Context: an optimization exercise on an open-source flow, tuned for small area, a short achievable clock period and few clock cycles. The choices shown serve that exercise and are no tape-out recipe. The RTL of this run was laid out without a check of its function. Power figures rest on the tool's default switching activity, not on a simulated workload.

**flow/run.sh**
```bash
#!/bin/bash
# synth_recipe.tcl (not shown) runs the flow's synth.tcl, then flattens the netlist and writes it again
# the make line also repeats each setting of config.mk as NAME=value (left out here)
make -C /OpenROAD-flow-scripts/flow DESIGN_CONFIG=/design/flow/config.mk WORK_HOME=/design/flow/orfs CLKGATE_MAP_FILE= SYNTH_SCRIPT=/design/flow/synth_recipe.tcl finish
```
**flow/config.mk**
```make
export PLATFORM = sky130hd
export DESIGN_NAME = Pipeline_CPU
export DESIGN_NICKNAME = Pipeline_CPU
export VERILOG_FILES = /design/flow/design.v
export SDC_FILE = /design/flow/constraint.sdc
export NUM_CORES = 4
export LEC_CHECK = 0
export CAP_MARGIN = 20
export CORE_MARGIN = 2
export CORE_UTILIZATION = 30
export PLACE_DENSITY = 0.55
export SLEW_MARGIN = 20
```
**flow/constraint.sdc**
```tcl
create_clock -name core_clock -period 22.0 [get_ports {aclk}]
set_input_delay 4.4000 -clock core_clock [delete_from_list [all_inputs] [get_ports {aclk}]]
set_output_delay 4.4000 -clock core_clock [all_outputs]
set_load 0.01 [all_outputs]
```
**flow/design.v**
```verilog
`timescale 1ns / 1ps
module Pipeline_CPU(
    input aclk,
    input reset,
    output [3 :0] if_ben,
    output [31:0] if_wdata,
    output [31:0] if_addr,
    input         if_addr_ok,
    input         if_data_ok,
    input  [31:0] if_rdata,
    output [3 :0] mem_ben,
    output [31:0] mem_wdata,
    output        mem_wr,
    output [31:0] mem_addr,
    input         mem_addr_ok,
    input         mem_data_ok,
    input  [31:0] mem_rdata
    );
    parameter KM = 4;    
    parameter KD = 2;    
    reg rst;
    always @(posedge aclk) rst <= reset;
    reg  [29:0] pc_f;             
    reg  [29:0] pc_f2;            
    reg         v_f2;             
    reg  [31:0] ir;               
    reg  [29:0] pc_d;
    reg         v_d;
    reg  [31:0] sb;               
    reg  [29:0] pc_sb;
    reg         v_sb;
    reg         v_e;              
    reg  [4 :0] e_dst;
    reg  [31:0] e_a, e_b, e_imm;
    reg         e_fa_em, e_fa_w2, e_fb_em, e_fb_w2;
    reg         e_useimm, e_sub;
    reg         e_sel_add, e_sel_slt, e_sel_sltu, e_sel_and, e_sel_or,
                e_sel_xor, e_sel_nor, e_sel_sh, e_sel_link, e_sel_hi, e_sel_lo;
    reg         e_shl, e_sha, e_shimm, e_shbig;
    reg         e_load, e_store, e_lsign;
    reg  [1 :0] e_size;
    reg         e_mthi, e_mtlo, e_md, e_mddiv, e_mdu;
    reg  [29:0] e_pc8;
    reg  [4 :0] m_dst;            
    reg  [31:0] m_res;
    reg         m_load, m_lsign, m_pend, m_wr;
    reg  [1 :0] m_size;
    reg  [3 :0] m_ben;
    reg  [31:0] m_wdata;
    reg  [4 :0] w_dst;            
    reg  [31:0] w_res;
    reg         w_load, w_lsign;
    reg  [1 :0] w_size, w_a;
    reg  [4 :0] w2_dst;           
    reg  [31:0] w2_val;
    reg         w2_load, w2_lsign;
    reg  [1 :0] w2_size, w2_a;
    reg  [31:0] rf [1:31];
    reg  [31:0] hi, lo;
    assign if_ben    = 4'b1111;
    assign if_wdata  = 32'b0;
    assign if_addr   = {3'b000, pc_f[26:0], 2'b00};
    assign mem_ben   = m_ben;
    assign mem_wr    = m_wr;
    assign mem_wdata = m_wdata;
    assign mem_addr  = {3'b000, m_res[28:0]};
    wire hold = m_pend & ~mem_addr_ok;       
    wire [7 :0] l_byte = (w2_a == 2'd0) ? w2_val[7:0]   :
                         (w2_a == 2'd1) ? w2_val[15:8]  :
                         (w2_a == 2'd2) ? w2_val[23:16] : w2_val[31:24];
    wire [15:0] l_half = w2_a[1] ? w2_val[31:16] : w2_val[15:0];
    wire [31:0] w2_wb  = (!w2_load || w2_size == 2'd2) ? w2_val :
                         (w2_size == 2'd1) ? {{16{w2_lsign & l_half[15]}}, l_half} :
                                             {{24{w2_lsign & l_byte[7]}},  l_byte};
    always @(posedge aclk)
        if (w2_dst != 5'd0)
            rf[w2_dst] <= w2_wb;
    wire [5:0] op = ir[31:26];
    wire [4:0] rs = ir[25:21];
    wire [4:0] rt = ir[20:16];
    wire [4:0] rd = ir[15:11];
    wire [5:0] fn = ir[5:0];
    wire op_r    = (op == 6'h00);
    wire op_ri   = (op == 6'h01);
    wire i_j     = (op == 6'h02);
    wire i_jal   = (op == 6'h03);
    wire i_beq   = (op == 6'h04);
    wire i_bne   = (op == 6'h05);
    wire i_blez  = (op == 6'h06);
    wire i_bgtz  = (op == 6'h07);
    wire i_alui  = (op[5:3] == 3'b001);
    wire i_load  = (op[5:3] == 3'b100);
    wire i_store = (op[5:3] == 3'b101);
    wire i_lui   = (op == 6'h0F);
    wire i_logi  = i_alui & op[2] & ~(op[1] & op[0]);    
    wire i_jr    = op_r & (fn == 6'h08);
    wire i_jalr  = op_r & (fn == 6'h09);
    wire i_mfhi  = op_r & (fn == 6'h10);
    wire i_mthi  = op_r & (fn == 6'h11);
    wire i_mflo  = op_r & (fn == 6'h12);
    wire i_mtlo  = op_r & (fn == 6'h13);
    wire i_md    = op_r & (fn[5:2] == 4'b0110);
    wire i_shift = op_r & (fn[5:3] == 3'b000);
    wire i_arith = op_r & (fn[5:2] == 4'b1000);          
    wire i_logr  = op_r & (fn[5:2] == 4'b1001);          
    wire i_sltr  = op_r & (fn[5:1] == 5'b10101);
    wire is_br   = i_beq | i_bne | i_blez | i_bgtz | op_ri;
    wire is_jmp  = i_j | i_jal | i_jr | i_jalr;
    wire is_cti  = is_br | is_jmp;
    wire i_link  = i_jal | i_jalr | (op_ri & rt[4]);
    wire [4:0] d_dst = op_r ? rd :
                       (i_alui | i_load) ? rt :
                       (i_jal | (op_ri & rt[4])) ? 5'd31 : 5'd0;
    wire use_rs  = ~(i_j | i_jal);
    wire use_rt  = op_r | i_beq | i_bne | i_store;
    wire d_rs    = is_br | i_jr | i_jalr;                
    wire d_rt    = i_beq | i_bne;                        
    wire [31:0] d_imm = i_lui  ? {ir[15:0], 16'b0} :
                        i_logi ? {16'b0, ir[15:0]} :
                                 {{16{ir[15]}}, ir[15:0]};
    wire rs_nz = (rs != 5'd0);
    wire rt_nz = (rt != 5'd0);
    wire hE_s  = rs_nz & (e_dst  == rs);
    wire hM_s  = rs_nz & (m_dst  == rs);
    wire hW_s  = rs_nz & (w_dst  == rs);
    wire hW2_s = rs_nz & (w2_dst == rs);
    wire hE_t  = rt_nz & (e_dst  == rt);
    wire hM_t  = rt_nz & (m_dst  == rt);
    wire hW_t  = rt_nz & (w_dst  == rt);
    wire hW2_t = rt_nz & (w2_dst == rt);
    wire [31:0] rf_s = rs_nz ? rf[rs] : 32'd0;
    wire [31:0] rf_t = rt_nz ? rf[rt] : 32'd0;
    wire [31:0] d_a = hM_s ? m_res : hW_s ? w_res : hW2_s ? w2_wb : rf_s;
    wire [31:0] d_b = hM_t ? m_res : hW_t ? w_res : hW2_t ? w2_wb : rf_t;
    wire sE_s = (hE_s & e_load) | (~hE_s & hM_s & m_load);
    wire sE_t = (hE_t & e_load) | (~hE_t & hM_t & m_load);
    wire sD_s = hE_s | (hM_s & m_load) | (~hM_s & hW_s & w_load);
    wire sD_t = hE_t | (hM_t & m_load) | (~hM_t & hW_t & w_load);
    wire md_wait;
    wire hilo_use = i_mfhi | i_mflo | i_mthi | i_mtlo | i_md;
    wire haz = (use_rs & (d_rs ? sD_s : sE_s)) |
               (use_rt & (d_rt ? sD_t : sE_t)) |
               (hilo_use & (md_wait | (v_e & e_md))) |
               (is_cti & ~v_sb & ~v_f2);
    wire d_adv  = v_d & ~haz & ~hold;
    wire d_free = ~v_d | d_adv;
    wire        a_eq  = (d_a == d_b);
    wire        a_z   = (d_a == 32'd0);
    wire        a_n   = d_a[31];
    wire        taken = is_jmp |
                        (i_beq  &  a_eq) |
                        (i_bne  & ~a_eq) |
                        (i_blez & (a_n | a_z)) |
                        (i_bgtz & ~a_n & ~a_z) |
                        (op_ri  & (rt[0] ^ a_n));
    wire [29:0] pc_d1   = pc_d + 30'd1;
    wire [29:0] br_tgt  = pc_d1 + {{14{ir[15]}}, ir[15:0]};
    wire [29:0] target  = (i_jr | i_jalr) ? d_a[31:2] :
                          (i_j  | i_jal)  ? {pc_d1[29:26], ir[25:0]} : br_tgt;
    wire redirect = d_adv & is_cti & taken;
    wire drop     = v_d & ~d_adv & v_sb & v_f2;      
    always @(posedge aclk)
    begin
        if (rst)
            pc_f <= 30'h2FF00000;                
        else if (redirect)
            pc_f <= target;
        else if (drop)
            pc_f <= pc_f2;
        else
            pc_f <= pc_f + 30'd1;
        pc_f2 <= pc_f;
        v_f2  <= ~rst & ~redirect & ~drop;
        if (d_free)
        begin
            if (v_sb)
            begin
                ir    <= sb;
                pc_d  <= pc_sb;
                sb    <= if_rdata;
                pc_sb <= pc_f2;
            end
            else
            begin
                ir    <= if_rdata;
                pc_d  <= pc_f2;
            end
        end
        else if (~v_sb)
        begin
            sb    <= if_rdata;
            pc_sb <= pc_f2;
        end
        if (rst)
        begin
            v_d  <= 1'b0;
            v_sb <= 1'b0;
        end
        else if (d_free)
        begin
            v_d  <= v_sb | v_f2;
            v_sb <= v_sb & v_f2 & ~redirect;
        end
        else if (~v_sb)
            v_sb <= v_f2;
    end
    wire [31:0] fa, fb;       
    always @(posedge aclk)
    begin
        if (hold)
        begin
            e_a     <= fa;
            e_b     <= fb;
            e_fa_em <= 1'b0;
            e_fa_w2 <= 1'b0;
            e_fb_em <= 1'b0;
            e_fb_w2 <= 1'b0;
        end
        else
        begin
            e_a     <= d_a;
            e_b     <= d_b;
            e_fa_em <= hE_s;
            e_fa_w2 <= ~hE_s & ~hM_s & hW_s & w_load;
            e_fb_em <= hE_t;
            e_fb_w2 <= ~hE_t & ~hM_t & hW_t & w_load;
            e_imm      <= d_imm;
            e_useimm   <= i_alui | i_load | i_store;
            e_sub      <= i_sltr | (op == 6'h0A) | (op == 6'h0B) | (i_arith & fn[1]);
            e_sel_add  <= i_arith | (op == 6'h08) | (op == 6'h09);
            e_sel_slt  <= (i_sltr & ~fn[0]) | (op == 6'h0A);
            e_sel_sltu <= (i_sltr &  fn[0]) | (op == 6'h0B);
            e_sel_and  <= (i_logr & fn[1:0] == 2'd0) | (op == 6'h0C);
            e_sel_or   <= (i_logr & fn[1:0] == 2'd1) | (op == 6'h0D) | i_lui;
            e_sel_xor  <= (i_logr & fn[1:0] == 2'd2) | (op == 6'h0E);
            e_sel_nor  <= (i_logr & fn[1:0] == 2'd3);
            e_sel_sh   <= i_shift;
            e_shl      <= ~fn[1];
            e_sha      <= fn[0];
            e_shimm    <= ~fn[2];
            e_shbig    <= fn[2] & ~fn[0];
            e_sel_link <= i_link;
            e_sel_hi   <= i_mfhi;
            e_sel_lo   <= i_mflo;
            e_size     <= (op[1:0] == 2'b11) ? 2'd2 : {1'b0, op[0]};
            e_lsign    <= ~op[2];
            e_mddiv    <= fn[1];
            e_mdu      <= fn[0];
            e_pc8      <= pc_d + 30'd2;
        end
        if (rst)
        begin
            v_e     <= 1'b0;
            e_dst   <= 5'd0;
            e_load  <= 1'b0;
            e_store <= 1'b0;
            e_mthi  <= 1'b0;
            e_mtlo  <= 1'b0;
            e_md    <= 1'b0;
        end
        else if (~hold)
        begin
            v_e     <= d_adv;
            e_dst   <= d_adv ? d_dst : 5'd0;
            e_load  <= d_adv & i_load;
            e_store <= d_adv & i_store;
            e_mthi  <= d_adv & i_mthi;
            e_mtlo  <= d_adv & i_mtlo;
            e_md    <= d_adv & i_md;
        end
    end
    assign fa = e_fa_em ? m_res : e_fa_w2 ? w2_wb : e_a;
    assign fb = e_fb_em ? m_res : e_fb_w2 ? w2_wb : e_b;
    wire [31:0] alu_b = e_useimm ? e_imm : fb;
    wire [32:0] sum   = {1'b0, fa} + {1'b0, alu_b ^ {32{e_sub}}} + {32'd0, e_sub};
    wire        slt   = (fa[31] ^ alu_b[31]) ? fa[31] : sum[31];
    wire        sltu  = ~sum[32];
    wire [4 :0] sh_amt = e_shimm ? e_imm[10:6] : fa[4:0];
    wire        sh_zero = e_shbig & (fa[31:5] != 27'd0);
    wire [31:0] sh_in;
    wire [31:0] sh_rev;
    genvar gi;
    generate for (gi = 0; gi < 32; gi = gi + 1) begin : rev
        assign sh_in[gi]  = e_shl ? fb[31-gi] : fb[gi];
    end endgenerate
    wire [32:0] sh_x   = {e_sha & fb[31], sh_in};
    wire [32:0] sh_r   = $signed(sh_x) >>> sh_amt;
    generate for (gi = 0; gi < 32; gi = gi + 1) begin : rev2
        assign sh_rev[gi] = e_shl ? sh_r[31-gi] : sh_r[gi];
    end endgenerate
    wire [31:0] e_res = ({32{e_sel_add}}  & sum[31:0]) |
                        ({32{e_sel_slt}}  & {31'd0, slt}) |
                        ({32{e_sel_sltu}} & {31'd0, sltu}) |
                        ({32{e_sel_and}}  & (fa & alu_b)) |
                        ({32{e_sel_or}}   & (fa | alu_b)) |
                        ({32{e_sel_xor}}  & (fa ^ alu_b)) |
                        ({32{e_sel_nor}}  & ~(fa | alu_b)) |
                        ({32{e_sel_sh & ~sh_zero}} & sh_rev) |
                        ({32{e_sel_link}} & {e_pc8, 2'b00}) |
                        ({32{e_sel_hi}}   & hi) |
                        ({32{e_sel_lo}}   & lo);
    wire        e_mem   = e_load | e_store;
    wire [3 :0] e_ben   = ~e_store ? 4'b1111 :
                          (e_size == 2'd2) ? 4'b1111 :
                          (e_size == 2'd1) ? (sum[1] ? 4'b1100 : 4'b0011) :
                          (4'b0001 << sum[1:0]);
    wire [31:0] e_wdata = (e_size == 2'd0) ? {4{fb[7:0]}} :
                          (e_size == 2'd1) ? {2{fb[15:0]}} : fb;
    always @(posedge aclk)
    begin
        if (rst)
        begin
            m_dst  <= 5'd0;
            m_load <= 1'b0;
            m_pend <= 1'b0;
            m_ben  <= 4'b0000;
        end
        else if (~hold)
        begin
            m_dst   <= e_dst;
            m_res   <= e_mem ? sum[31:0] : e_res;
            m_load  <= e_load;
            m_pend  <= e_mem;
            m_ben   <= e_mem ? e_ben : 4'b0000;
            m_wr    <= e_store;
            m_wdata <= e_wdata;
            m_size  <= e_size;
            m_lsign <= e_lsign;
        end
        if (rst | hold)
        begin
            w_dst  <= 5'd0;
            w_load <= 1'b0;
        end
        else
        begin
            w_dst  <= m_dst;
            w_load <= m_load;
        end
        w_res   <= m_res;
        w_size  <= m_size;
        w_lsign <= m_lsign;
        w_a     <= m_res[1:0];
        if (rst)
        begin
            w2_dst  <= 5'd0;
            w2_load <= 1'b0;
        end
        else
        begin
            w2_dst  <= w_dst;
            w2_load <= w_load;
        end
        w2_val   <= w_load ? mem_rdata : w_res;
        w2_size  <= w_size;
        w2_lsign <= w_lsign;
        w2_a     <= w_a;
    end
    wire e_fire = v_e & ~hold;
    reg         md_busy, md_fix, md_div, md_sgn, md_negq, md_negr;
    reg  [4 :0] md_cnt;
    reg  [31:0] md_m;
    localparam NM = 32 / KM;
    localparam ND = 32 / KD;
    wire md_fixnext = md_div & (md_negq | md_negr);
    wire md_endit   = md_div ? (md_cnt == ND - 1) : (md_cnt == NM - 1);
    wire md_last    = md_busy & (md_fix | (md_endit & ~md_fixnext));
    assign md_wait  = md_busy & ~md_last;
    reg  [31:0] it_h, it_l;
    reg  [32:0] it_t, it_add, it_s;
    integer k;
    always @*
    begin
        it_h = hi;
        it_l = lo;
        if (md_div)
        begin
            for (k = 0; k < KD; k = k + 1)
            begin
                it_t = {it_h, it_l[31]} - {1'b0, md_m};
                if (!it_t[32])
                    it_h = it_t[31:0];
                else
                    it_h = {it_h[30:0], it_l[31]};
                it_l = {it_l[30:0], ~it_t[32]};
            end
        end
        else
        begin
            for (k = 0; k < KM; k = k + 1)
            begin
                it_add = it_l[0] ? {md_sgn & md_m[31], md_m} : 33'd0;
                if (md_sgn && (md_cnt * KM + k == 31))
                    it_s = {md_sgn & it_h[31], it_h} - it_add;
                else
                    it_s = {md_sgn & it_h[31], it_h} + it_add;
                it_h = it_s[32:1];
                it_l = {it_s[0], it_l[31:1]};
            end
        end
    end
    wire        st_an = ~e_mdu & fa[31];
    wire        st_bn = ~e_mdu & fb[31];
    wire [31:0] neg_a = st_an ? -fa : fa;
    wire [31:0] neg_b = st_bn ? -fb : fb;
    always @(posedge aclk)
    begin
        if (rst)
        begin
            md_busy <= 1'b0;
            md_fix  <= 1'b0;
        end
        else if (e_fire & e_md)
        begin
            md_busy <= 1'b1;
            md_fix  <= 1'b0;
            md_cnt  <= 5'd0;
            md_div  <= e_mddiv;
            md_sgn  <= ~e_mdu;
            md_negq <= st_an ^ st_bn;
            md_negr <= st_an;
            md_m    <= e_mddiv ? neg_b : fa;
            hi      <= 32'd0;
            lo      <= e_mddiv ? neg_a : fb;
        end
        else if (md_busy)
        begin
            if (md_fix)
            begin
                hi      <= md_negr ? -hi : hi;
                lo      <= md_negq ? -lo : lo;
                md_busy <= 1'b0;
            end
            else
            begin
                hi     <= it_h;
                lo     <= it_l;
                md_cnt <= md_cnt + 5'd1;
                if (md_endit)
                begin
                    if (md_fixnext)
                        md_fix  <= 1'b1;
                    else
                        md_busy <= 1'b0;
                end
            end
        end
        else if (e_fire)
        begin
            if (e_mthi) hi <= fa;
            if (e_mtlo) lo <= fa;
        end
    end
endmodule
```
==> run summary <==
[critical path, delay by kind of cell, from the launching register on]
kind	cells	cell delay (ps)
xor gates and xnor gates	3	460
buffers and inverters	2	460
adders and majority gates	4	1310
and+or+nand+nor	13	2660
DFF	1	490
AOI/OAI and AO/OA	17	4800
[path summary, 6_finish.rpt]
check                                       endpoint         startpoint  slack, ps
worst max-delay path            hi[31]$_SDFFCE_PP0P_    lo[0]$_DFFE_PP_      11560
worst min-delay path              w2_size[1]$_DFF_P_  w_size[1]$_DFF_P_        330
worst max register to register  hi[31]$_SDFFCE_PP0P_    lo[0]$_DFFE_PP_      11560
worst min register to register    w2_size[1]$_DFF_P_  w_size[1]$_DFF_P_        330
[cell type report]
cell class	count	area, µm²	area share [%]
inverter	266	1003	0.8722
antenna	22	55.05	0.04785
tap	4536	5675	4.933
clock buffer	244	5096	4.429
clock inverter	86	749.5	0.6514
timing repair buffer	473	3986	3.465
multi-input combinational	6632	52240	45.41
sequential	1622	46240	40.19
[power breakdown]
part / internal [mW] / switching, mW / total, mW / leakage (nW)
Sequential: 3.68 / 0.269 / 3.95 / 14.8
Clock: 1.75 / 1.33 / 3.08 / 2.87
Combinational: 1.46 / 3.08 / 4.54 / 22.9
Total: 6.89 / 4.68 / 11.6 / 40.5
[cells in the final DEF (no fill, tap or decap), types with 33 or more instances in the layout]
cell	Yosys	routed
o31ai_1	46	41
a21oi_1	572	569
o21a_1	64	64
a21o_1	112	112
o211ai_1	105	105
or3_1	44	44
clkdlybuf4s50_1	0	159
xnor2_1	367	367
and3_1	65	64
nor2_4	2	35
edfxtp_1	1372	1372
nand3_1	174	171
clkinv_1	6	33
nand2_1	562	560
o221ai_1	34	33
nand2b_1	75	74
o21ai_0	466	457
mux2i_1	441	441
a22oi_1	166	165
inv_1	248	246
o22ai_1	112	112
nor2_1	708	670
nor4_1	49	48
a211oi_1	198	193
nor2b_1	80	76
nand4_1	75	75
mux2_2	164	164
nor3_1	142	138
and2_1	82	82
clkbuf_1	351	40
a22o_1	40	40
xor2_1	164	164
dfxtp_1	250	237
buf_4	126	311
a31oi_1	136	136
ha_1	325	325
clkbuf_16	0	191
conb_1	2	44
mux4_2	377	377
[metal layers]
| metal | routed length [µm] | GRT usage (%) |
|---|---|---|
| met1 | 180700 | 32.79 |
| met5 | 247 | 0 |
| met3 | 42900 | 5.409 |
| met4 | 28170 | 13.81 |
| met2 | 202800 | 39.30 |
[metrics by stage]
step	std cells	power [mW]	setup WS [ps]	hold WS (ps)
after CTS	13859	11.44	11530	327.3
after global placement	13529	8.352	11580	315.1
after detailed placement	13529	8.371	11570	319.3
after global routing	13862	11.87	10730	328.7
final	13881	11.57	11560	326.0
after floorplan	9220	6.378	12960	309.6
[cells by family after synthesis]
| family | Yosys count |
|---|---|
| AOI/OAI and AO/OA | 2514 |
| and+or+nand+nor | 2204 |
| DFF | 1622 |
| muxes | 1005 |
| buffers and inverters | 966 |
| xor gates and xnor gates | 532 |
| adders and majority gates | 333 |
| other | 2 |
[state kept, by name, indices dropped and copies added (netlist names), 31 cells and up, named ones only]
signal / flops
rf: 992
e_a: 32
e_b: 32
e_imm: 32
hi: 32
ir: 32
lo: 32
m_res: 32
m_wdata: 32
md_m: 32
sb: 32
w2_val: 32
w_res: 31
==> run summary <==
post-synthesis mux area share 14.83%; 1st-iter DRT viols 10925; most instantiated library cell after synthesis edfxtp_1; Reg2Reg Depth 39; TritonCTS Buffers 184; # clock sinks 1622; EDFF count, synth 1372; CTS tree done; MaxCap Viol Count 0; share of cells above drive strength 1 14.57%; # fillers 33807; post-synthesis adder-cell area fraction 4.127%; Synth top cells by count edfxtp_1 (1372), nor2_1 (708), a21oi_1 (572), nand2_1 (562), o21ai_0 (466); Final Core Density 33.86%; Pwr per Cell Area 100.5 mW/mm²; leakage 40.53 nW; Peak supply drop approximately 0.000074 V; cts hold-fix bufs 0; critical path class reg -> reg; largest family of logic cells by synthesized area compound AO/OA/AOI/OAI gates; aggregate negative setup slack 0 ps; Post-Synth Simple-Gate Area 10.29%; drt total wl between 400000 and 500000 µm; leading area contributor after synthesis edfxtp_1; Hold Crit Class reg -> reg; drt pass-1 iters 7; register area share after synthesis 45.12%; number of global-route vias before repair around 79000; crit-path most repeated cell nor2_1; Yosys cell types 133; CP Data Arrival Time 11030 ps; status complete, no violations; Placement Cell Area 0.1091 mm²; routed wire length per instance 32.77 µm; mapped cell area 0.1024 mm²; Worst setup EP type register; total grt overflow 0; Worst Tran Pin Value 1211 ps; synth top area cells edfxtp_1 (40%), mux4_2 (8.3%), dfxtp_1 (4.9%), mux2i_1 (4.3%), ha_1 (4.0%); Slew HR 17.19%; antenna violations before repair 49; Tcrit/Tclk final 47.46%; Hold Vio Cnt, Final 0; post-synthesis compound-gate area fraction 16.55%; Area Growth Syn to Fin 12.35%; max incr delay on CP roughly 750 ps; routed vias approximately 83000; Clock Tree Buf Depth 4; Initial Utilization 30.14%; clock latency on the worst-skew pair around 940 ps; post-route ant nets 0; Die ar. roughly 0.35 mm²; Avg Inst Size Synth 11.16 µm²; first-pass GRT wire length 627400 µm; # setup viols final 0; GRT Util Overall between 20% and 30%; clk root buf clkbuf_16; DP HPWL 324600 µm; Die Span Y slightly below 600 µm; Core Region 0.3398 mm²; vias per cell 6.004; row cnt ~210; Period minus WS final 10440 ps; DRC Markers 0; Slowest cell on crit path o31ai_1; htree depth 4; CP max FO 31; Startpoint Class register; max-slew violations 0; synth warn 1; fmax 0.09577 GHz; Clock transition at path regs 70 ps; Crit path required time roughly 23000 ps; Syn Inst Count between 9000 and 10000; Synth async-reset ratio 0%; Post-Layout Inst Area 0.1151 mm²; RSZ-0062 raised after global routing no; postcts setup bufs 0; Top Ports 207; top cell type's share of synthesized area between 40% and 50%; GP Congestion 0.9730; Top FF cell, synth edfxtp_1; largest net degree at the start of global routing 132; Post-CTS Resized 0; number of synthesized register bits 1622; Synth Area in XOR/XNOR under 10%; Buffers on Ports 159; clk_skew 133.8 ps; Hold Crit Depth 0; final-stage net count 9582; die width 588.3 µm

## afterwards: timing with drivers on the ports
In the flow no input, the clock included, has a driving cell. The finished layout below was timed again as built, in two steps.
Step 1, drivers: a clkbuf_16 drives aclk and a buf_2 each remaining input, both assumed.
Step 2 times the ports against the registers' clock, not the clock port: input delays grow and output delays shrink by t, the midpoint of the rising clock arrivals with the driver on.
a / b / c = no drivers / after step 1 / after step 2; a / b = the first two.
t (ns): 0.963
slack for setup (ns): 11.558 / 11.558 / 11.558
clock arrival spread, ns: 0.136 / 0.136
worst register clock-pin slew, ns: 0.09 / 0.09
worst data-port slew with drivers (ns): 0.18
After both steps setup and hold are still met in this run. The setup slack of this run moves by 0.000 ns with the drivers and by 0.000 ns with both steps.
